Context: an optimization exercise on an open-source flow, tuned for small area. The choices shown serve that exercise and are no tape-out recipe.
Function was checked by simulation only, so behaviour that the tests miss may differ from the original.
Power and IR drop assume default switching activity.

===== flow/run.sh =====
#!/bin/bash
# synth_recipe.tcl (not shown) runs the flow's synth.tcl, then flattens the netlist and writes it again
# the make line also repeats each setting of config.mk as NAME=value (left out here)
make -C /OpenROAD-flow-scripts/flow DESIGN_CONFIG=/design/flow/config.mk WORK_HOME=/design/flow/orfs CLKGATE_MAP_FILE= SYNTH_SCRIPT=/design/flow/synth_recipe.tcl finish

===== flow/config.mk =====
export PLATFORM = sky130hd
export DESIGN_NAME = cic3_echip65_2x12Row
export DESIGN_NICKNAME = cic3_echip65_2x12Row
export VERILOG_FILES = /design/flow/design.v
export SDC_FILE = /design/flow/constraint.sdc
export NUM_CORES = 8
export LEC_CHECK = 0
export CAP_MARGIN = 20
export CORE_MARGIN = 2
export CORE_UTILIZATION = 65
export CTS_CLUSTER_DIAMETER = 50
export CTS_CLUSTER_SIZE = 22
export SLEW_MARGIN = 20

===== flow/constraint.sdc =====
create_clock -name core_clock -period 10.0 [get_ports {clk}]
set_input_delay 2.0000 -clock core_clock [delete_from_list [all_inputs] [get_ports {clk}]]
set_output_delay 2.0000 -clock core_clock [all_outputs]
set_load 0.01 [all_outputs]

===== flow/design.v =====
module cic3_clkdiv
    (output logic [15:0] wo,       
     output logic [15:0] wm,       
     output logic [15:0] wn,       
     output logic        bnd,      
     output logic        first,    
     output logic        out_ld,   
     output logic        xfer,     
     output logic        xclr,     
     input  logic        clk,
     input  logic        reset_n);
logic [7:0] q;       
logic       jv;      
logic [7:0] qn;
logic       jvn;
always_comb begin
    qn  = q + 8'd1;
    jvn = jv | (q == 8'd128);
end
always_ff @(posedge clk or negedge reset_n) begin
    if (!reset_n) begin
        q  <= 8'd129;
        jv <= 1'b0;
        bnd    <= 1'b0;
        first  <= 1'b0;
        out_ld <= 1'b0;
        xfer   <= 1'b0;
        xclr   <= 1'b0;
        wo <= 16'd8256;    
        wm <= 16'd49152;   
        wn <= 16'd8128;    
    end else begin
        q  <= qn;
        jv <= jvn;
        bnd    <= (qn == 8'd0);
        first  <= (qn == 8'd130) & ~jvn;      
        out_ld <= (qn == 8'd129) & jvn;
        xfer   <= (qn >= 8'd130) & (qn <= 8'd154) & jvn;
        xclr   <= (qn >= 8'd130) & (qn <= 8'd154) & ~jvn;
        wo <= (q == 8'd255) ? 16'd0     : wo + {8'd0, q};
        wn <= (q == 8'd255) ? 16'd32896 : wn + {8'd0, q} - 16'd256;
        wm <= (q == 8'd255) ? 16'd32640 : wm - {7'd0, q, 1'b0} + 16'd256;
    end
end
endmodule
module cic3_echip65_noclk
    (output logic [24:0] out,
     input  logic        in,
     input  logic        clk,
     input  logic        reset_n,
     input  logic [15:0] wo,
     input  logic [15:0] wm,
     input  logic [15:0] wn,
     input  logic        bnd,
     input  logic        first,
     input  logic        out_ld,
     input  logic        xfer,
     input  logic        xclr);
localparam int ROT = 15;    
logic        x;                         
logic [15:0] lo_z, lo_y, lo_x;          
logic [5:0]  hi_z;                      
logic [7:0]  hi_y;
logic [8:0]  hi_x;
logic        c_z, c_y, c_x;             
logic [24:0] w3, w2, w1;
function automatic logic [16:0] radd16(input logic [15:0] a, input logic [15:0] b);
    logic c;
    c = 1'b0;
    for (int i = 0; i < 16; i++) begin
        radd16[i] = a[i] ^ b[i] ^ c;
        c = (a[i] & b[i]) | (c & (a[i] ^ b[i]));
    end
    radd16[16] = c;
endfunction
function automatic logic [8:0] rinc9(input logic [8:0] a, input logic ci);
    logic c;
    c = ci;
    for (int i = 0; i < 9; i++) begin
        rinc9[i] = a[i] ^ c;
        c = a[i] & c;
    end
endfunction
logic [15:0] lz_in, ly_in, lx_in;
logic [16:0] lz_nx, ly_nx, lx_nx;
logic [8:0]  hz_inc, hy_inc, hx_inc;
always_comb begin
    hz_inc = rinc9({3'd0, hi_z}, c_z);
    hy_inc = rinc9({1'b0, hi_y}, c_y);
    hx_inc = rinc9(hi_x, c_x);
    lz_in = (bnd | first) ? 16'd0 : lo_z;
    ly_in = bnd ? lo_z : (first ? 16'd0 : lo_y);
    lx_in = bnd ? lo_y : (first ? 16'd0 : lo_x);
    lz_nx = radd16(lz_in, wo & {16{x}});
    ly_nx = radd16(ly_in, wm & {16{x}});
    lx_nx = radd16(lx_in, wn & {16{x}});
end
always_ff @(posedge clk) begin
    x <= in;
    {c_z, lo_z} <= lz_nx;
    {c_y, lo_y} <= ly_nx;
    {c_x, lo_x} <= lx_nx;
    hi_z <= (bnd | first) ? 6'd0 : hz_inc[5:0];
    hi_y <= bnd ? {2'd0, hz_inc[5:0]} : (first ? 8'd0 : hy_inc[7:0]);
    hi_x <= bnd ? {1'b0, hy_inc[7:0]} : (first ? 9'd0 : hx_inc);
    w3 <= bnd ? {hx_inc, lo_x} : {w3[23:0], w3[24]};
    w2 <= {w2[23:0], xclr ? 1'b0 : (xfer ? w3[24] : w2[24])};
    w1 <= {w1[23:0], xclr ? 1'b0 : (xfer ? w2[24] : w1[24])};
end
always_ff @(posedge clk or negedge reset_n) begin
    if (!reset_n)
        out <= 25'd0;
    else if (out_ld)
        for (int i = 0; i < 25; i++) out[i] <= w1[(i + ROT) % 25];
end
endmodule
module cic3_echip65_2x12Row
(
output logic [(25-1):0] out0,
output logic [(25-1):0] out1,
output logic [(25-1):0] out2,
output logic [(25-1):0] out3,
output logic [(25-1):0] out4,
output logic [(25-1):0] out5,
output logic [(25-1):0] out6,
output logic [(25-1):0] out7,
output logic [(25-1):0] out8,
output logic [(25-1):0] out9,
output logic [(25-1):0] out10,
output logic [(25-1):0] out11,
output logic [(25-1):0] out12,
output logic [(25-1):0] out13,
output logic [(25-1):0] out14,
output logic [(25-1):0] out15,
output logic [(25-1):0] out16,
output logic [(25-1):0] out17,
output logic [(25-1):0] out18,
output logic [(25-1):0] out19,
output logic [(25-1):0] out20,
output logic [(25-1):0] out21,
output logic [(25-1):0] out22,
output logic [(25-1):0] out23,
input logic [(24-1):0] in,
input logic clk,
input logic reset_n
);
logic [15:0] wo, wm, wn;
logic bnd, first, out_ld, xfer, xclr;
logic [24:0] outs [24];
cic3_clkdiv ctrl (
    .wo(wo), .wm(wm), .wn(wn), .bnd(bnd), .first(first), .out_ld(out_ld),
    .xfer(xfer), .xclr(xclr), .clk(clk), .reset_n(reset_n));
genvar k;
generate
    for (k = 0; k < 24; k++) begin : FILTERS
        cic3_echip65_noclk ch (
            .out(outs[k]), .in(in[k]), .clk(clk), .reset_n(reset_n),
            .wo(wo), .wm(wm), .wn(wn), .bnd(bnd), .first(first),
            .out_ld(out_ld), .xfer(xfer), .xclr(xclr));
    end
endgenerate
assign out0  = outs[0];
assign out1  = outs[1];
assign out2  = outs[2];
assign out3  = outs[3];
assign out4  = outs[4];
assign out5  = outs[5];
assign out6  = outs[6];
assign out7  = outs[7];
assign out8  = outs[8];
assign out9  = outs[9];
assign out10 = outs[10];
assign out11 = outs[11];
assign out12 = outs[12];
assign out13 = outs[13];
assign out14 = outs[14];
assign out15 = outs[15];
assign out16 = outs[16];
assign out17 = outs[17];
assign out18 = outs[18];
assign out19 = outs[19];
assign out20 = outs[20];
assign out21 = outs[21];
assign out22 = outs[22];
assign out23 = outs[23];
endmodule

==> key figures, run 1 <==
Status
  – Status: complete, no violations

Pwr
  – Sequential power share: 0.489
  – Switch Pwr: around 0.012 W
  – Sw Share: 0.280
  – P_leak: roughly 83 nW
  – Clock power share: 0.326
  – Pint: around 0.032 W
  – Power per Cell Area: 248 mW/mm^2
  – Comb power frac: 0.184
  – Peak supply drop: approximately 0.2 mV

Synth
  – Sequential area share after synthesis: 0.558
  – FF+latch count, synth: approximately 4300
  – Top cell type's share of synthesized area: 0.454
  – Top cell type by total area after synthesis: dfxtp_1
  – Cell Area, Synth: 0.159 sq mm
  – Post-synth EDFFs: 0
  – YS warnings: 4
  – Syn Area/Cell: about 13 sq um
  – Top post-synthesis cells by area: dfxtp_1 (45%), fa_1 (14%), dfrtp_1 (10%)
  – Mapped Cells: ~12000
  – Share of flip-flops with an asynchronous set or reset: 0.155
  – Synth Flop Type: dfxtp_1
  – Count of cell types in the netlist: 57

Floorplan
  – Chip Width: roughly 500 microns
  – Die area: 0.248 sq mm
  – Die H: 498 microns
  – # rows: between 150 and 200
  – Initial Util: 0.653
  – I/O pin total: between 600 and 700
  – Placeable core region: about 0.24 sq mm

Worst hold path
  – Hold Path Origin: FILTERS[17].ch.w2[17]
  – Min-Delay Endpoint: FILTERS[17].ch.w2[18]
  – Worst hold path type: reg2reg
  – Min-Delay Path Depth: 0

Drt
  – Drt pass-1 iters: 5
  – Via count: slightly below 90000
  – Vias per cell: around 5.5
  – DRC: 0
  – DRT Wirelength: 343000 microns
  – Starting DRT DRC Count: roughly 5300
  – Post-route ant nets: 0
  – Mean routed wirelength per cell: roughly 22 microns

STA
  – Clock skew: approximately 60 ps
  – Setup TNS: 0 ps
  – F_max: between 100 and 150 MHz
  – RSZ-0062 raised after global routing: no
  – # setup viols final: 0
  – Hold Violations, Final: 0
  – Fin crit period: roughly 8400 ps
  – WHS: ~290 ps
  – Final Max Tran Viols: 0
  – Slew @ Worst Pin: about 1200 ps
  – Worst slew margin: 0.202
  – Part of the cycle the worst path needs: 0.836

Placement
  – DP Wirelength: 222000 microns
  – PortBufs: roughly 630
  – Placed Area: 0.168 sq mm
  – RePlAce Congestion: just over 0.8

GRT
  – GRT overflow: 0
  – Antenna violations before repair: 24
  – Largest net degree at the start of global routing: around 190
  – Number of global-route vias before repair: around 92000
  – First-pass GRT wire length: between 500000 and 600000 microns
  – GR Util All Layers: 0.280

CTS
  – Clock latency on the worst-skew pair: roughly 970 ps
  – Post-CTS Setup Inserts: 0
  – Reg clk slew, reported paths: 90 ps
  – Clk sinks: 4261
  – Root buf cell: clkbuf_16
  – Post_cts resized: 0
  – Post-CTS Hold Fix Bufs: 0
  – Num CTS Buffers: between 300 and 400
  – CTS tree: built
  – H-tree Lvls: 5
  – Max Buffers Root-to-Sink: 4

Setup path
  – Crit path capture type: register
  – RR Endpoint: FILTERS[17].ch.lo_x[15]
  – R2r worst-path depth: 24
  – Reg-to-reg slack, setup: around 1600 ps
  – Worst Path Required: 10910 ps
  – CP Class: reg2reg
  – Crit-path max FO: 83
  – RR Startpoint: ctrl.bnd
  – Arr. time, crit path: 9270 ps
  – Worst Setup Start Kind: register

Final layout
  – Post-route cell area: ~0.18 sq mm
  – # nets final: about 14000
  – Most frequent cells in the layout: dfxtp_1 (3600), and2_1 (1227), mux2_2 (1176)
  – Area grow syn2layout: 13.4%
  – Share of cells above drive strength 1: 0.157
  – Commonest non-fill, non-tap cell in the layout: dfxtp_1

Flow run
  – Max-Cap Viols: 0
## sequential cells by signal, summed over array words and instances, names as in the netlist, 8 cells and up
signal,cells
ctrl.wn,16
FILTERS.ch.hi_y,192
FILTERS.ch.c_y,24
ctrl.wm,15
FILTERS.ch.lo_y,384
FILTERS.ch.hi_z,144
FILTERS.ch.w2,600
FILTERS.ch.hi_x,216
FILTERS.ch.x,24
FILTERS.ch.c_z,24
ctrl.wo,16
FILTERS.ch.w1,600
FILTERS.ch.lo_x,384
ctrl.q,8
FILTERS.ch.w3,600
FILTERS.ch.c_x,24
FILTERS.ch.out,600
FILTERS.ch.lo_z,384
## cells in the mapped netlist (10+ instances only)
cell type,count
dfstp_2,13
mux2_2,1176
mux2i_1,49
nor2_1,140
buf_2,61
inv_1,820
xor2_1,69
a22oi_1,241
buf_1,16
xnor2_1,41
clkbuf_1,618
o21ai_0,14
dfrtp_1,648
dfxtp_1,3600
nand2_1,503
nor3_1,10
fa_1,1083
a21o_1,10
a21oi_1,46
and2_1,1227
ha_1,593
a22o_1,862
## cells by family (layout without fill, tap and decap cells)
family	after synthesis	count (layout)	share of synthesized area
flip-flops	4261	4261	0.558
AND/OR/NAND/NOR	1931	1931	0.0662
adder cells (fa/ha/maj)	1676	1676	0.183
buffers and inverters	1516	2217	0.0364
multiplexers	1225	1225	0.0865
AO/OA/AOI/OAI	1209	1209	0.0631
XOR/XNOR	110	110	0.00607
other	1	35	0.0000236
## final cells by class
cell class              instances  area (sq um)
diodes                         11          27.5
clock buffers                 411          9480
clock inverters               233          2880
fillers                     16000         63000
inverters                     820          3080
multi-input cells            6175         64400
flip-flops and latches       4261         88700
well taps                    3202          4010
repair buffers                753          7400
## power by group through the flow
stage	logic (W)	clock network, W	registers, W
6_report	0.00821	0.0145	0.0218
5_1_grt	0.00976	0.0154	0.0221
4_1_cts	0.00839	0.0148	0.0218
3_5_place_dp	0.00823	0	0.0221
3_3_place_gp	0.00754	0	0.0220
2_1_floorplan	0.00637	0	0.0215
## how the worst max path moves through the flow
stage	from	end	slack [ps]	cells past startpoint
after global placement	ctrl.bnd	FILTERS[17].ch.lo_x[15]	1710	24
after detailed placement	ctrl.bnd	FILTERS[17].ch.lo_x[15]	1600	24
after global routing	ctrl.bnd	FILTERS[10].ch.lo_x[15]	1230	24
final	ctrl.bnd	FILTERS[17].ch.lo_x[15]	1640	24
after CTS	ctrl.bnd	FILTERS[10].ch.lo_x[15]	1600	24
after floorplan	ctrl.bnd	FILTERS[10].ch.lo_x[15]	2490	27
## worst max-delay path, cell delays in order (launching register included)
cell	delay, ps
dfrtp_4	1080
nor2_4	140
buf_12	240
buf_4	400
a22oi_1	280
fa_1	240
fa_1	210
fa_1	180
inv_1	50
fa_1	450
fa_1	460
fa_1	480
fa_1	470
fa_1	460
fa_1	460
fa_1	460
fa_1	480
fa_1	420
inv_1	80
fa_1	160
inv_1	50
fa_1	410
inv_1	90
fa_1	380
inv_1	70
## layer usage
metal,routed length (microns),GRT usage,share of wire,vias up
met2,166000,0.461,0.48,2066
met4,11200,0.0887,0.033,0
met5,0,0,0,-
li1,-,-,-,40200
met3,18800,0.0480,0.055,583
met1,148000,0.380,0.43,44600
## metrics by stage
stage                     total power (W)  utilization  setup slack, ps  cells
after floorplan                    0.0279            -             2490  12000
after global placement             0.0296        0.689             1710  15200
after detailed placement           0.0303        0.689             1600  15200
after CTS                          0.0450        0.740             1600  15900
after global routing               0.0473        0.741             1230  15900
final                              0.0446        0.741             1640  15900
==> run 2: changes to the inputs <==
--- a/flow/config.mk
+++ b/flow/config.mk
@@ -8,6 +8,6 @@
 export CAP_MARGIN = 20
 export CORE_MARGIN = 2
 export CORE_UTILIZATION = 65
-export CTS_CLUSTER_DIAMETER = 50
-export CTS_CLUSTER_SIZE = 22
+export CTS_CLUSTER_DIAMETER = 60
+export CTS_CLUSTER_SIZE = 28
 export SLEW_MARGIN = 20
==> key figures, run 2 <==
Synth
  – Largest family of logic cells by synthesized area: adder cells
  – Post-Synth Adder-Cell Area: 0.183 (unchanged)
  – Count of cell types in the netlist: 57 (unchanged)
  – FF+latch count, synth: 4261 (unchanged)
  – Top cell type by total area after synthesis: dfxtp_1
  – Area fraction in compound gates after synthesis: 0.0631 (unchanged)
  – Xor/xnor share of the synthesized area: 0.00607 (unchanged)
  – Syn Area/Cell: 13.3 sq um (unchanged)
  – Cell Area, Synth: 0.159 sq mm (unchanged)
  – Share of flip-flops with an asynchronous set or reset: 0.155 (unchanged)
  – YS warnings: 4 (unchanged)
  – Synth Flop Type: dfxtp_1
  – Fraction of the mapped netlist area in simple logic gates: 0.0662 (unchanged)
  – Sequential area share after synthesis: 0.558 (unchanged)
  – Mapped Cells: 11900 (unchanged)
  – Post-synth EDFFs: 0 (unchanged)
  – Top-count cell post-synth: dfxtp_1
  – Post-synthesis mux area share: 0.0865 (unchanged)
  – Synth top cells by count: dfxtp_1 (3600), and2_1 (1227), mux2_2 (1176)
  – Top cell type's share of synthesized area: 0.454 (unchanged)
  – Top post-synthesis cells by area: dfxtp_1 (45%), fa_1 (14%), dfrtp_1 (10%)

STA
  – Slew @ Worst Pin: 1170 ps (-22.3 ps)
  – Clock skew: 35.8 ps (-24.6 ps)
  – Hold Violations, Final: 0 (unchanged)
  – # setup viols final: 0 (unchanged)
  – Part of the cycle the worst path needs: 0.845 (+0.00882)
  – Worst slew margin: 0.217 (+0.0148)
  – F_max: 118 MHz (-1.0%)
  – Final Max Tran Viols: 0 (unchanged)
  – Setup TNS: 0 ps (unchanged)
  – RSZ-0062 raised after global routing: no
  – Fin crit period: 8450 ps (+88.2 ps)

Floorplan
  – Die area: 0.248 sq mm (unchanged)
  – Chip Width: 498 microns (unchanged)
  – Die H: 498 microns (unchanged)
  – Placeable core region: 0.243 sq mm (unchanged)
  – Initial Util: 0.653 (unchanged)
  – I/O pin total: 626 (unchanged)
  – # rows: 181 (unchanged)

Setup path
  – Crit path capture type: register
  – Crit path launch: ctrl.bnd
  – RR Startpoint: ctrl.bnd
  – RR Endpoint: FILTERS[17].ch.lo_x[15]
  – Worst Path Required: 10850 ps (-60 ps)
  – Arr. time, crit path: 9300 ps (+30 ps)
  – CP endpoint: FILTERS[17].ch.lo_x[15]
  – Reg-to-reg slack, setup: 1550 ps (-90 ps)
  – Crit-path max FO: 83 (unchanged)
  – Worst Setup Start Kind: register
  – CP Class: reg2reg
  – R2r worst-path depth: 24 (unchanged)

CTS
  – Post-CTS Hold Fix Bufs: 0 (unchanged)
  – Clock latency on the worst-skew pair: 910 ps (-60 ps)
  – Root buf cell: clkbuf_16
  – Max Buffers Root-to-Sink: 3 (-1)
  – Reg clk slew, reported paths: 100 ps (about the same)
  – CTS tree: built
  – Post_cts resized: 0 (unchanged)
  – Clk sinks: 4261 (unchanged)
  – H-tree Lvls: 4 (-1)
  – Post-CTS Setup Inserts: 0 (unchanged)
  – Num CTS Buffers: 210 (-42%)

Drt
  – DRT Wirelength: 338000 microns (-1.6%)
  – DRC: 0 (unchanged)
  – Drt pass-1 iters: 6 (+1)
  – Starting DRT DRC Count: 5480 (+3.8%)
  – Via count: 86400 (-1.1%)
  – Vias per cell: 5.54 (+0.50%)
  – Mean routed wirelength per cell: 21.7 microns (about the same)
  – Post-route ant nets: 0 (unchanged)

Pwr
  – P_leak: 80.9 nW (-2.9%)
  – Peak supply drop: 0.190 mV (-4.9%)
  – Power per Cell Area: 231 mW/mm^2 (-6.9%)
  – Tot Pwr: 0.0403 W (-9.5%)

GRT
  – Antenna violations before repair: 28 (+17%)
  – Largest net degree at the start of global routing: 189 (unchanged)
  – First-pass GRT wire length: 535000 microns (-1.3%)
  – GR Util All Layers: 0.276 (-0.00379)
  – GRT overflow: 0 (unchanged)
  – Number of global-route vias before repair: 90600 (-1.3%)

Final layout
  – Fill cells: 16600 (+3.9%)
  – Multi-input logic area: 0.0644 sq mm (unchanged)
  – # nets final: 13900 (-1.1%)
  – Area grow syn2layout: 10.2%
  – Commonest non-fill, non-tap cell in the layout: dfxtp_1
  – Share of cells above drive strength 1: 0.139 (-0.0180)
  – Register Area: 0.0887 sq mm (about the same)
  – Most frequent cells in the layout: dfxtp_1 (3600), and2_1 (1227), mux2_2 (1176)

Worst hold path
  – Worst hold path type: reg2reg

Status
  – Status: complete, no violations

Placement
  – PortBufs: 625 (unchanged)
  – DP Wirelength: 222000 microns (unchanged)
  – RePlAce Congestion: 0.824 (unchanged)

Flow run
  – Max-Cap Viols: 0 (unchanged)
run 2: layout make-up:
| class | count | area share |
|---|---|---|
| Sequential cell | 4261 | 0.507 |
| Multi-Input combinational cell | 6175 | 0.368 |
| Timing Repair Buffer | 752 | 0.0422 |
| Clock buffer | 260 | 0.0325 |
| Tap cell | 3202 | 0.0229 |
| Inverter | 820 | 0.0176 |
| Clock inverter | 129 | 0.00953 |
| Antenna cell | 9 | 0.000129 |
run 2: where the power goes:
part           internal (W)  leakage, nW  switching [W]  total, W
combinational       0.00414         38.7        0.00404   0.00818
sequential           0.0202         38.6        0.00157    0.0218
clock               0.00446         3.55        0.00591    0.0104
total                0.0288         80.9         0.0115    0.0403
run 2: kinds of logic (layout without fill, tap and decap cells):
| kind of cell | Yosys count | count (layout) |
|---|---|---|
| flops | 4261 | 4261 |
| simple gates | 1931 | 1931 |
| buf+inv | 1516 | 1961 |
| compound gates | 1209 | 1209 |
| xor+xnor | 110 | 110 |
| mux | 1225 | 1225 |
| fa+ha+maj | 1676 | 1676 |
| other cells | 1 | 33 |
run 2: critical path, cell delays in order, from the launching register on:
cell and delay (ps):
dfrtp_4 1090, nor2_4 140, buf_12 240, buf_4 410, a22oi_1 280, fa_1 240
fa_1 210, fa_1 180, inv_1 50, fa_1 450, fa_1 460, fa_1 480
fa_1 470, fa_1 470, fa_1 460, fa_1 470, fa_1 480, fa_1 430
inv_1 80, fa_1 160, inv_1 50, fa_1 410, inv_1 90, fa_1 380
inv_1 70
run 2: per-stage QoR:
stage,cells,worst slack [ps],util,area [sq um],hold slack (ps)
after floorplan,12000,2490,-,159000,310
after global placement,15200,1710,0.689,168000,310
after detailed placement,15200,1600,0.689,168000,312
after CTS,15600,1570,0.720,175000,315
after global routing,15600,1210,0.720,175000,327
final,15600,1550,0.720,175000,310
run 2: how the worst min path moves through the flow:
stage / endpoint / startpoint / depth (start not counted) / slack (ps)
2_1_floorplan: FILTERS[0].ch.w2[10] / FILTERS[0].ch.w2[9] / 0 / 310
3_3_place_gp: FILTERS[14].ch.w2[18] / FILTERS[14].ch.w2[17] / 0 / 310
3_5_place_dp: FILTERS[11].ch.w2[14] / FILTERS[11].ch.w2[13] / 0 / 310
4_1_cts: FILTERS[14].ch.w2[2] / FILTERS[14].ch.w2[1] / 0 / 310
5_1_grt: FILTERS[14].ch.w2[4] / FILTERS[14].ch.w2[3] / 0 / 330
6_report: FILTERS[14].ch.w2[2] / FILTERS[14].ch.w2[1] / 0 / 310
run 2: layer usage:
metal,track usage,vias to the layer above,part of all wire
li1,-,39700,-
met1,0.380,44300,0.44
met2,0.458,1853,0.48
met3,0.0393,481,0.048
met4,0.0807,2,0.030
met5,0,-,0.000033
==> run 3: changes to the inputs <==
==> flow/flow/run.sh (new file) <==
#!/bin/bash
# Own layout flow: the standard ORFS flow (standard.sh) with two changes:
#  - the port buffers that buffer_ports inserts are sky130_fd_sc_hd__buf_1
#  - CTS clusters up to 28 sinks within 60 um and inserts no dummy loads
# Every tool's output goes to the ORFS logs under orfs/logs; make's own output
# goes to flow_make.log in this folder.
set -euo pipefail
export BUFFER_PORTS_ARGS="-buffer_cell sky130_fd_sc_hd__buf_1"
export CTS_ARGS="-sink_clustering_enable -repair_clock_nets -sink_clustering_size 28 -sink_clustering_max_diameter 60 -dont_use_dummy_load"
bash standard.sh finish > flow_make.log 2>&1
==> flow/standard.sh (new file) <==
#!/bin/bash
# synth_recipe.tcl (not shown) runs the flow's synth.tcl, then flattens the netlist and writes it again
# the make line also repeats each setting of config.mk as NAME=value (left out here)
make -C /OpenROAD-flow-scripts/flow DESIGN_CONFIG=/design/flow/config.mk WORK_HOME=/design/flow/orfs CLKGATE_MAP_FILE= SYNTH_SCRIPT=/design/flow/synth_recipe.tcl "${@:-finish}"
removed: flow/run.sh
==> key figures, run 3 <==
Setup path
  – CP peak stage delay: 890 ps (-200 ps)
  – Worst path slowest cell: dfrtp_4
  – Cell family with most CP delay: adder cells
  – Worst Path Required: 10800 ps (-50 ps)
  – Crit path capture type: register
  – Arr. time, crit path: 9150 ps (-150 ps)
  – Most frequent CP cell: fa_1
  – Cell chain of the critical path: nor2_4, buf_12, buf_12, and2_1, fa_1, fa_1, fa_1, fa_1, fa_1, fa_1, fa_1, fa_1, fa_1, inv_1, fa_1, inv_1, fa_1, inv_1, fa_1, inv_1
  – CP Class: reg2reg
  – CP Buf/Inv Count: 6 (-1)
  – Crit-path max FO: 213 (+160%)
  – Worst Setup Start Kind: register

Drt
  – Via count: 86100 (-0.37%)
  – Drt pass-1 iters: 6 (unchanged)
  – Starting DRT DRC Count: 5967 (+8.9%)
  – DRT Wirelength: 339000 microns (+0.23%)
  – Mean routed wirelength per cell: 21.9 microns (+1.3%)
  – Post-route ant nets: 0 (unchanged)
  – DRC: 0 (unchanged)
  – Vias per cell: 5.57 (+0.65%)

Synth
  – Syn Area/Cell: 13.3 sq um (unchanged)
  – Synth top cells by count: dfxtp_1 (3600), and2_1 (1227), mux2_2 (1176)
  – Share of flip-flops with an asynchronous set or reset: 0.155 (unchanged)
  – Synth Flop Type: dfxtp_1
  – FF+latch count, synth: 4261 (unchanged)
  – Top cell type by total area after synthesis: dfxtp_1
  – YS warnings: 4 (unchanged)
  – Post-synth EDFFs: 0 (unchanged)
  – Sequential area share after synthesis: 0.558 (unchanged)
  – Top cell type's share of synthesized area: 0.454 (unchanged)
  – Cell Area, Synth: 0.159 sq mm (unchanged)
  – Mapped Cells: 11900 (unchanged)
  – Count of cell types in the netlist: 57 (unchanged)
  – Top post-synthesis cells by area: dfxtp_1 (45%), fa_1 (14%), dfrtp_1 (10%)
  – Top-count cell post-synth: dfxtp_1

STA
  – RSZ-0062 raised after global routing: no
  – Worst slew margin: 0.156 (-0.0611)
  – Clock skew: 126 ps (+89.8 ps)
  – Setup TNS: 0 ps (unchanged)
  – Fin crit period: 8350 ps (-95.7 ps)
  – Final Max Tran Viols: 0 (unchanged)
  – Slew @ Worst Pin: 1270 ps (+91.7 ps)
  – # setup viols final: 0 (unchanged)
  – Part of the cycle the worst path needs: 0.835 (-0.00957)
  – Hold Violations, Final: 0 (unchanged)
  – F_max: 120 MHz (+1.1%)

CTS
  – Max Buffers Root-to-Sink: 3 (unchanged)
  – Clock latency on the worst-skew pair: 900 ps (about the same)
  – Reg clk slew, reported paths: 100 ps (about the same)
  – Root buf cell: clkbuf_16
  – CTS tree: built
  – Post-CTS Setup Inserts: 0 (unchanged)
  – Post-CTS Hold Fix Bufs: 0 (unchanged)
  – Post_cts resized: 0 (unchanged)
  – H-tree Lvls: 4 (unchanged)
  – Clk sinks: 4261 (unchanged)
  – Num CTS Buffers: 218 (+3.8%)

Placement
  – RePlAce Congestion: 0.844 (+2.4%)
  – DP Wirelength: 222000 microns (about the same)
  – PortBufs: 625 (unchanged)

Final layout
  – Commonest non-fill, non-tap cell in the layout: dfxtp_1
  – Share of cells above drive strength 1: 0.130 (-0.00874)
  – Fill cells: 17400 (+4.4%)
  – Area grow syn2layout: 6.60%
  – Most frequent cells in the layout: dfxtp_1 (3600), and2_1 (1227), mux2_2 (1176)
  – # nets final: 13900 (+0.093%)
  – Layout Utilization: 0.696 (-0.0237)

GRT
  – GRT overflow: 0 (unchanged)
  – Largest net degree at the start of global routing: 214 (+13%)
  – Number of global-route vias before repair: 89900 (-0.83%)
  – Antenna violations before repair: 42 (+50%)
  – GR Util All Layers: 0.277 (+0.000473)
  – First-pass GRT wire length: 534000 microns (about the same)

Pwr
  – Peak supply drop: 0.175 mV (-7.6%)
  – Clock power share: 0.231 (-0.026)
  – Comb power frac: 0.209 (+0.006)
  – Switch Pwr: 0.0107 W (-7.2%)
  – Pint: 0.0282 W (-2.2%)
  – Tot Pwr: 0.0389 W (-3.6%)
  – Sw Share: 0.275 (-0.0106)
  – P_leak: 78.6 nW (-2.8%)
  – Sequential power share: 0.560 (+0.020)
  – Power per Cell Area: 230 mW/mm^2 (-0.31%)

Worst hold path
  – Worst hold path type: reg2reg

Status
  – Status: complete, no violations

Floorplan
  – Chip Width: 498 microns (unchanged)
  – Die H: 498 microns (unchanged)
  – Placeable core region: 0.243 sq mm (unchanged)
  – I/O pin total: 626 (unchanged)
  – # rows: 181 (unchanged)
  – Initial Util: 0.653 (unchanged)
  – Die area: 0.248 sq mm (unchanged)

Flow run
  – Max-Cap Viols: 0 (unchanged)
[run 3: cell counts after synthesis]
No cell type changed its count.
[run 3: power by group through the flow]
stage	clock network [W]	registers [W]	logic (W)
after floorplan	0	0.0215	0.00637
after global routing	0.00976	0.0221	0.00967
after detailed placement	0	0.0221	0.00815
after CTS	0.00919	0.0218	0.00829
after global placement	0	0.0221	0.00753
final	0.00898	0.0218	0.00811
[run 3: per-stage QoR]
stage / instances / hold WS, ps / cell area [sq um] / setup slack [ps]
global route: 15400 / 283 / 169000 / 1280
CTS: 15400 / 283 / 169000 / 1660
global placement: 15200 / 310 / 164000 / 1840
floorplan: 12000 / 310 / 159000 / 2490
detailed placement: 15200 / 312 / 164000 / 1660
finish: 15400 / 275 / 169000 / 1650
[run 3: worst paths after layout]
path	slack (ps)	endpoint	cells after the start	from
max	1650	FILTERS[10].ch.lo_z[15]	20	ctrl.bnd
min	270	FILTERS[4].ch.w2[12]	0	FILTERS[4].ch.w2[11]
max reg2reg	1650	FILTERS[10].ch.lo_z[15]	20	ctrl.bnd
min reg2reg	270	FILTERS[4].ch.w2[12]	0	FILTERS[4].ch.w2[11]
max in group asynchronous	6690	FILTERS[6].ch.out[14]	3	reset_n
min in group asynchronous	1270	FILTERS[16].ch.out[12]	1	reset_n
[run 3: cell families (layout without fill, tap and decap cells)]
group           Yosys count  in the layout  share of synthesized area
fa+ha+maj              1676           1676                      0.183
simple gates           1931           1931                     0.0662
mux                    1225           1225                     0.0865
compound gates         1209           1209                     0.0631
buf+inv                1516           1795                     0.0364
flops                  4261           4261                      0.558
other cells               1             40                  0.0000236
xor+xnor                110            110                    0.00607
[run 3: cell type report]
class	instances	area, sq um	share of cell area
diodes	16	40.0	0.000237
flip-flops and latches	4261	88700	0.524
clock buffers	218	5460	0.0322
inverters	820	3080	0.0182
repair buffers	757	3500	0.0207
well taps	3202	4010	0.0237
multi-input cells	6175	64400	0.381
[run 3: metal layers]
layer / wire, microns / part of all wire / global-route usage
met4: 9100 / 0.027 / 0.0690
met5: 75 / 0.00022 / 0
met3: 19800 / 0.058 / 0.0465
met1: 148000 / 0.44 / 0.383
met2: 162000 / 0.48 / 0.456
==> run 4: changes to the inputs <==
==> flow/flow/run.sh (replaced) <==
#!/bin/bash
# Own layout flow: the standard ORFS flow (standard.sh) with two changes:
#  - the port buffers that buffer_ports inserts are sky130_fd_sc_hd__buf_1
#  - CTS clusters up to 40 sinks within 50 um and inserts no dummy loads
# Every tool's output goes to the ORFS logs under orfs/logs; make's own output
# goes to flow_make.log in this folder.
set -euo pipefail
export BUFFER_PORTS_ARGS="-buffer_cell sky130_fd_sc_hd__buf_1"
export CTS_ARGS="-sink_clustering_enable -repair_clock_nets -sink_clustering_size 40 -sink_clustering_max_diameter 50 -dont_use_dummy_load"
bash standard.sh finish > flow_make.log 2>&1
--- a/flow/config.mk
+++ b/flow/config.mk
@@ -8,6 +8,4 @@
 export CAP_MARGIN = 20
 export CORE_MARGIN = 2
 export CORE_UTILIZATION = 65
-export CTS_CLUSTER_DIAMETER = 60
-export CTS_CLUSTER_SIZE = 28
 export SLEW_MARGIN = 20
==> key figures, run 4 <==
STA
  – Worst slew margin: 0.157 (+0.00114)
  – Setup TNS: 0 ps (unchanged)
  – RSZ-0062 raised after global routing: no
  – Hold Violations, Final: 0 (unchanged)
  – Part of the cycle the worst path needs: 0.833 (-0.00248)
  – Final setup margin: 1670 ps (+24.8 ps)
  – # setup viols final: 0 (unchanged)
  – Fin crit period: 8330 ps (-24.8 ps)
  – Final Max Tran Viols: 0 (unchanged)
  – Clock skew: 75.1 ps (-50.6 ps)
  – Slew @ Worst Pin: 1260 ps (-1.71 ps)
  – F_max: 120 MHz (+0.30%)

Synth
  – Post-synth EDFFs: 0 (unchanged)
  – Cell Area, Synth: 0.159 sq mm (unchanged)
  – Share of flip-flops with an asynchronous set or reset: 0.155 (unchanged)
  – Mapped Cells: 11900 (unchanged)
  – Top cell type by total area after synthesis: dfxtp_1
  – Largest family of logic cells by synthesized area: adder cells
  – Area fraction in compound gates after synthesis: 0.0631 (unchanged)
  – Top cell type's share of synthesized area: 0.454 (unchanged)
  – Xor/xnor share of the synthesized area: 0.00607 (unchanged)
  – Syn Area/Cell: 13.3 sq um (unchanged)
  – Top post-synthesis cells by area: dfxtp_1 (45%), fa_1 (14%), dfrtp_1 (10%)
  – Post-synthesis mux area share: 0.0865 (unchanged)
  – Synth top cells by count: dfxtp_1 (3600), and2_1 (1227), mux2_2 (1176)
  – Post-Synth Adder-Cell Area: 0.183 (unchanged)
  – Count of cell types in the netlist: 57 (unchanged)
  – FF+latch count, synth: 4261 (unchanged)
  – Top-count cell post-synth: dfxtp_1
  – YS warnings: 4 (unchanged)
  – Sequential area share after synthesis: 0.558 (unchanged)
  – Fraction of the mapped netlist area in simple logic gates: 0.0662 (unchanged)
  – Synth Flop Type: dfxtp_1

Floorplan
  – I/O pin total: 626 (unchanged)
  – Die H: 498 microns (unchanged)
  – Placeable core region: 0.243 sq mm (unchanged)
  – Chip Width: 498 microns (unchanged)
  – # rows: 181 (unchanged)
  – Die area: 0.248 sq mm (unchanged)
  – Initial Util: 0.653 (unchanged)

Setup path
  – RR Endpoint: FILTERS[10].ch.lo_z[15]
  – CP Class: reg2reg
  – Arr. time, crit path: 9200 ps (+50 ps)
  – RR Startpoint: ctrl.bnd
  – Crit path launch: ctrl.bnd
  – Crit path capture type: register
  – R2r worst-path depth: 20 (unchanged)
  – CP endpoint: FILTERS[10].ch.lo_z[15]
  – Reg-to-reg slack, setup: 1670 ps (+20 ps)
  – Worst Path Required: 10870 ps (+70 ps)
  – Worst Setup Start Kind: register
  – Crit-path max FO: 213 (unchanged)

CTS
  – CTS tree: built
  – Post_cts resized: 0 (unchanged)
  – Post-CTS Hold Fix Bufs: 0 (unchanged)
  – Max Buffers Root-to-Sink: 4 (+1)
  – Root buf cell: clkbuf_16
  – Post-CTS Setup Inserts: 0 (unchanged)
  – Clk sinks: 4261 (unchanged)
  – Clock latency on the worst-skew pair: 980 ps (+80 ps)
  – H-tree Lvls: 5 (+1)
  – Reg clk slew, reported paths: 100 ps (about the same)
  – Num CTS Buffers: 355 (+63%)

Status
  – Status: complete, no violations

Placement
  – DP Wirelength: 222000 microns (unchanged)
  – Placed Area: 0.164 sq mm (unchanged)
  – PortBufs: 625 (unchanged)
  – RePlAce Congestion: 0.844 (unchanged)
  – Setup Slack @ Placement: 1660 ps (unchanged)

Drt
  – Drt pass-1 iters: 6 (unchanged)
  – DRC: 0 (unchanged)
  – Starting DRT DRC Count: 6246 (+4.7%)
  – Vias per cell: 5.59 (+0.36%)
  – DRT Wirelength: 344000 microns (+1.4%)
  – Via count: 87100 (+1.2%)
  – Mean routed wirelength per cell: 22.0 microns (+0.52%)
  – Post-route ant nets: 0 (unchanged)

GRT
  – Largest net degree at the start of global routing: 214 (unchanged)
  – GRT overflow: 0 (unchanged)
  – GR Util All Layers: 0.280 (+0.00375)
  – Antenna violations before repair: 39 (-7.1%)
  – Number of global-route vias before repair: 91400 (+1.7%)
  – First-pass GRT wire length: 542000 microns (+1.4%)

Pwr
  – P_leak: 80.3 nW (+2.1%)
  – Peak supply drop: 0.171 mV (-2.4%)
  – Power per Cell Area: 242 mW/mm^2 (+5.4%)

Final layout
  – Post-route cell area: 0.173 sq mm (+2.0%)
  – # nets final: 14100 (+0.98%)
  – Multi-input logic area: 0.0644 sq mm (unchanged)
  – Share of cells above drive strength 1: 0.140 (+0.00963)
  – Register Area: 0.0887 sq mm (unchanged)
  – Area grow syn2layout: 8.76%
  – Commonest non-fill, non-tap cell in the layout: dfxtp_1
  – Fill cells: 16900 (-2.7%)
  – Layout Utilization: 0.710 (+0.0141)
  – Most frequent cells in the layout: dfxtp_1 (3600), and2_1 (1227), mux2_2 (1176)

Flow run
  – Max-Cap Viols: 0 (unchanged)

Worst hold path
  – Min-Delay Path Depth: 0 (unchanged)
  – Hold Path Origin: FILTERS[11].ch.w2[5]
  – Worst hold path type: reg2reg
run 4: critical path, cell delays in order, from the launching register on:
cell	delay, ps
dfrtp_4	880
nor2_4	370
buf_12	310
buf_12	220
and2_1	480
fa_1	390
fa_1	470
fa_1	470
fa_1	480
fa_1	480
fa_1	480
fa_1	470
fa_1	460
fa_1	420
inv_1	130
fa_1	200
inv_1	60
fa_1	450
inv_1	120
fa_1	400
inv_1	60
run 4: metrics by stage:
stage | std cells | hold WS (ps) | total power, W
detailed placement | 15200 | 312 | 0.0303
floorplan | 12000 | 310 | 0.0279
global placement | 15200 | 310 | 0.0296
CTS | 15600 | 260 | 0.0422
finish | 15600 | 253 | 0.0418
global route | 15600 | 266 | 0.0445
run 4: cell families (layout without fill, tap and decap cells):
kind of cell	after synthesis	in the layout
flip-flops	4261	4261
adder cells (fa/ha/maj)	1676	1676
other	1	38
buffers and inverters	1516	1932
AO/OA/AOI/OAI	1209	1209
multiplexers	1225	1225
XOR/XNOR	110	110
AND/OR/NAND/NOR	1931	1931
run 4: where the power goes:
| part | internal, W | switching [W] | leakage, nW | total [W] |
|---|---|---|---|---|
| combinational | 0.00412 | 0.00401 | 37.4 | 0.00813 |
| clock | 0.00624 | 0.00564 | 4.37 | 0.0119 |
| sequential | 0.0202 | 0.00158 | 38.6 | 0.0218 |
run 4: how the worst min path moves through the flow:
| stage | slack [ps] | end |
|---|---|---|
| 3_3_place_gp | 310 | FILTERS[8].ch.w2[2] |
| 4_1_cts | 260 | FILTERS[11].ch.w2[6] |
| 3_5_place_dp | 310 | FILTERS[16].ch.w2[22] |
| 6_report | 250 | FILTERS[11].ch.w2[6] |
| 5_1_grt | 270 | FILTERS[11].ch.w2[6] |
| 2_1_floorplan | 310 | FILTERS[0].ch.w2[10] |
run 4: final cells by class:
| class | instances | area share |
|---|---|---|
| Sequential cell | 4261 | 0.514 |
| Inverter | 820 | 0.0178 |
| Tap cell | 3202 | 0.0232 |
| Multi-Input combinational cell | 6175 | 0.373 |
| Timing Repair Buffer | 757 | 0.0203 |
| Antenna cell | 14 | 0.000203 |
| Clock buffer | 355 | 0.0515 |
run 4: per-layer routing:
metal,share of wire,up-vias,wire [microns],global-route usage
met5,0.00012,-,41,0
met4,0.031,6,10600,0.0799
met3,0.058,604,20100,0.0467
met2,0.48,2203,165000,0.464
met1,0.43,44500,148000,0.383
li1,-,39800,-,-
==> run 5: changes to the inputs <==
==> flow/flow/run.sh (replaced) <==
#!/bin/bash
# Own layout flow: the standard ORFS flow (standard.sh) with two changes:
#  - the port buffers that buffer_ports inserts are sky130_fd_sc_hd__buf_1
#  - CTS clusters up to 36 sinks within 60 um and inserts no dummy loads
# Every tool's output goes to the ORFS logs under orfs/logs; make's own output
# goes to flow_make.log in this folder.
set -euo pipefail
export BUFFER_PORTS_ARGS="-buffer_cell sky130_fd_sc_hd__buf_1"
export CTS_ARGS="-sink_clustering_enable -repair_clock_nets -sink_clustering_size 36 -sink_clustering_max_diameter 60 -dont_use_dummy_load"
bash standard.sh finish > flow_make.log 2>&1
--- a/flow/config.mk
+++ b/flow/config.mk
@@ -7,5 +7,5 @@
 export LEC_CHECK = 0
 export CAP_MARGIN = 20
 export CORE_MARGIN = 2
-export CORE_UTILIZATION = 65
+export CORE_UTILIZATION = 75
 export SLEW_MARGIN = 20
==> key figures, run 5 <==
Pwr
  – Comb power frac: 0.212 (+0.018)
  – Switch Pwr: 0.0107 W (-5.0%)
  – P_leak: 78.3 nW (-2.5%)
  – Clock power share: 0.221 (-0.063)
  – Sw Share: 0.277 (+0.00858)
  – Sequential power share: 0.568 (+0.046)
  – Peak supply drop: 0.199 mV (+16%)
  – Pint: 0.0278 W (-9.0%)
  – Power per Cell Area: 229 mW/mm^2 (-5.4%)

Final layout
  – Layout Cells excl Fill: 15000 (-3.7%)
  – Commonest non-fill, non-tap cell in the layout: dfxtp_1
  – # nets final: 13900 (-1.3%)
  – Share of cells above drive strength 1: 0.128 (-0.0124)
  – Area grow syn2layout: 5.86%
  – Most frequent cells in the layout: dfxtp_1 (3600), and2_1 (1227), mux2_2 (1176)
  – Fill cells: 12500 (-26%)

Placement
  – Setup Slack @ Placement: 1720 ps (+55.7 ps)
  – Dpl cells: 14800 (-2.7%)
  – DP Wirelength: 218000 microns (-1.4%)
  – PortBufs: 625 (unchanged)
  – RePlAce Congestion: 0.878 (+4.0%)

Status
  – Status: complete, no violations

Drt
  – Vias per cell: 5.79 (+3.5%)
  – Via count: 86900 (-0.30%)
  – Post-route ant nets: 0 (unchanged)
  – Drt pass-1 iters: 9 (+3)
  – Starting DRT DRC Count: 6723 (+7.6%)
  – DRC: 0 (unchanged)
  – Mean routed wirelength per cell: 22.4 microns (+1.7%)
  – DRT Wirelength: 337000 microns (-2.0%)

CTS
  – Clk sinks: 4261 (unchanged)
  – Max Buffers Root-to-Sink: 3 (-1)
  – Root buf cell: clkbuf_16
  – Post-CTS Hold Fix Bufs: 0 (unchanged)
  – Reg clk slew, reported paths: 120 ps (+20 ps)
  – Post-CTS Setup Inserts: 0 (unchanged)
  – Post_cts resized: 0 (unchanged)
  – CTS tree: built
  – H-tree Lvls: 4 (-1)
  – Num CTS Buffers: 195 (-45%)
  – Clock latency on the worst-skew pair: 880 ps (-100 ps)

STA
  – RSZ-0062 raised after global routing: no
  – # setup viols final: 0 (unchanged)
  – Hold Violations, Final: 0 (unchanged)
  – F_max: 121 MHz (+1.1%)
  – Slew @ Worst Pin: 1190 ps (-71.4 ps)
  – Fin crit period: 8240 ps (-87.3 ps)
  – Setup TNS: 0 ps (unchanged)
  – Part of the cycle the worst path needs: 0.824 (-0.00873)
  – Clock skew: 66.1 ps (-8.95 ps)
  – Final Max Tran Viols: 0 (unchanged)
  – Worst slew margin: 0.205 (+0.0476)
  – Final setup margin: 1760 ps (+87.3 ps)

Synth
  – Synth Flop Type: dfxtp_1
  – Top cell type by total area after synthesis: dfxtp_1
  – Cell Area, Synth: 0.159 sq mm (unchanged)
  – Top cell type's share of synthesized area: 0.454 (unchanged)
  – FF+latch count, synth: 4261 (unchanged)
  – Syn Area/Cell: 13.3 sq um (unchanged)
  – Top-count cell post-synth: dfxtp_1
  – Count of cell types in the netlist: 57 (unchanged)
  – Top post-synthesis cells by area: dfxtp_1 (45%), fa_1 (14%), dfrtp_1 (10%)
  – YS warnings: 4 (unchanged)
  – Post-synth EDFFs: 0 (unchanged)
  – Sequential area share after synthesis: 0.558 (unchanged)
  – Mapped Cells: 11900 (unchanged)
  – Synth top cells by count: dfxtp_1 (3600), and2_1 (1227), mux2_2 (1176)
  – Share of flip-flops with an asynchronous set or reset: 0.155 (unchanged)

GRT
  – Largest net degree at the start of global routing: 194 (-9.3%)
  – Number of global-route vias before repair: 90800 (-0.72%)
  – GR Util All Layers: 0.317 (+0.0370)
  – GRT overflow: 0 (unchanged)
  – First-pass GRT wire length: 532000 microns (-1.8%)
  – Antenna violations before repair: 32 (-18%)

Setup path
  – Crit-path max FO: 60 (-72%)
  – Worst Setup Start Kind: register
  – Worst Path Required: 10800 ps (-70 ps)
  – Crit path capture type: register
  – Arr. time, crit path: 9040 ps (-160 ps)
  – CP Class: reg2reg

Floorplan
  – Die area: 0.215 sq mm (-13%)
  – Chip Width: 464 microns (-6.8%)
  – # rows: 168 (-7.2%)
  – I/O pin total: 626 (unchanged)
  – Die H: 464 microns (-6.8%)
  – Placeable core region: 0.210 sq mm (-14%)
  – Initial Util: 0.756 (+0.103)

Flow run
  – Max-Cap Viols: 0 (unchanged)

Worst hold path
  – Worst hold path type: reg2reg
## run 5: logic make-up (layout without fill, tap and decap cells)
kind of cell | Yosys count | count (layout) | synth area share
compound gates | 1209 | 1209 | 0.0631
mux | 1225 | 1225 | 0.0865
fa+ha+maj | 1676 | 1676 | 0.183
buf+inv | 1516 | 1755 | 0.0364
other cells | 1 | 35 | 0.0000236
simple gates | 1931 | 1931 | 0.0662
flops | 4261 | 4261 | 0.558
xor+xnor | 110 | 110 | 0.00607
## run 5: cell type report
type	instances	area, sq um	share of cell area
sequential	4261	88700	0.528
multi-input combinational	6175	64400	0.383
clock buffer	195	4880	0.0290
tap	2805	3510	0.0209
timing repair buffer	740	3410	0.0203
inverter	820	3080	0.0183
antenna	11	27.5	0.000164
## run 5: routing by layer
layer	part of all wire	up-vias	wire, microns	GRT usage
li1	-	39400	-	-
met1	0.42	44400	141000	0.436
met2	0.48	2407	162000	0.518
met3	0.061	596	20500	0.0501
met4	0.038	2	12800	0.109
met5	0.000039	-	13	0
## run 5: critical path, cell delays in order, from the launching register on
cell and delay [ps]:
dfrtp_4 880, nor2_4 140, buf_12 240, buf_4 340, and2_1 270, ha_1 190, inv_1 80, fa_1 200
fa_1 210, fa_1 170, inv_1 50, fa_1 460, fa_1 470, fa_1 470, fa_1 470, fa_1 460
fa_1 460, fa_1 460, fa_1 460, fa_1 420, inv_1 90, fa_1 180, inv_1 60, fa_1 400
inv_1 80, fa_1 400, inv_1 60
## run 5: per-stage QoR
stage	total power [W]	util	hold slack, ps	cell area [sq um]
after global placement	0.0294	0.777	310	163000
final	0.0385	0.800	281	168000
after floorplan	0.0279	-	310	159000
after detailed placement	0.0303	0.777	312	163000
after global routing	0.0410	0.800	277	168000
after CTS	0.0387	0.800	297	168000
## run 5: power by group through the flow
stage / Sequential (W) / Clock [W] / Combinational [W]
after floorplan: 0.0215 / 0 / 0.00637
after global placement: 0.0221 / 0 / 0.00736
after detailed placement: 0.0221 / 0 / 0.00818
after CTS: 0.0218 / 0.00859 / 0.00830
after global routing: 0.0222 / 0.00916 / 0.00966
final: 0.0218 / 0.00849 / 0.00816
## run 5: worst paths after layout
| check | from | end | slack [ps] | depth (start not counted) |
|---|---|---|---|---|
| worst max-delay path | ctrl.bnd | FILTERS[3].ch.lo_z[15] | 1760 | 26 |
| worst max register to register | ctrl.bnd | FILTERS[3].ch.lo_z[15] | 1760 | 26 |
| min in group asynchronous | reset_n | FILTERS[22].ch.out[22] | 1140 | 1 |
| worst min register to register | FILTERS[5].ch.w2[0] | FILTERS[5].ch.w2[1] | 280 | 0 |
| worst min-delay path | FILTERS[5].ch.w2[0] | FILTERS[5].ch.w2[1] | 280 | 0 |
| max in group asynchronous | reset_n | FILTERS[19].ch.out[6] | 6570 | 4 |

[separate check: timing with driven ports]
No port has a modelled driver above. Below, the same layouts with a new extraction and two added sets of constraints.
Step 1: set_driving_cell puts a clkbuf_16 on clk and a buf_2 on each other input, an assumption about the parent block.
Step 2, shift: input delay + t, output delay - t, t = (earliest + latest rising clock arrival at the registers) / 2. This alone moves slack from input paths to output paths.
Three values: no drivers, after step 1, after step 2; two values: the first two.
run | t, ns | setup WS [ns] | worst setup path after step 2
run 1 | 1.035 | 1.639 / 1.639 / 1.639 | register to register
run 2 | 0.989 | 1.551 / 1.551 / 1.551 | register to register
run 3 | 0.932 | 1.647 / 1.647 / 1.647 | register to register
run 4 | 1.016 | 1.671 / 1.671 / 1.671 | register to register
run 5 | 0.934 | 1.759 / 1.759 / 1.759 | register to register
After both steps setup and hold are still met in every run listed.
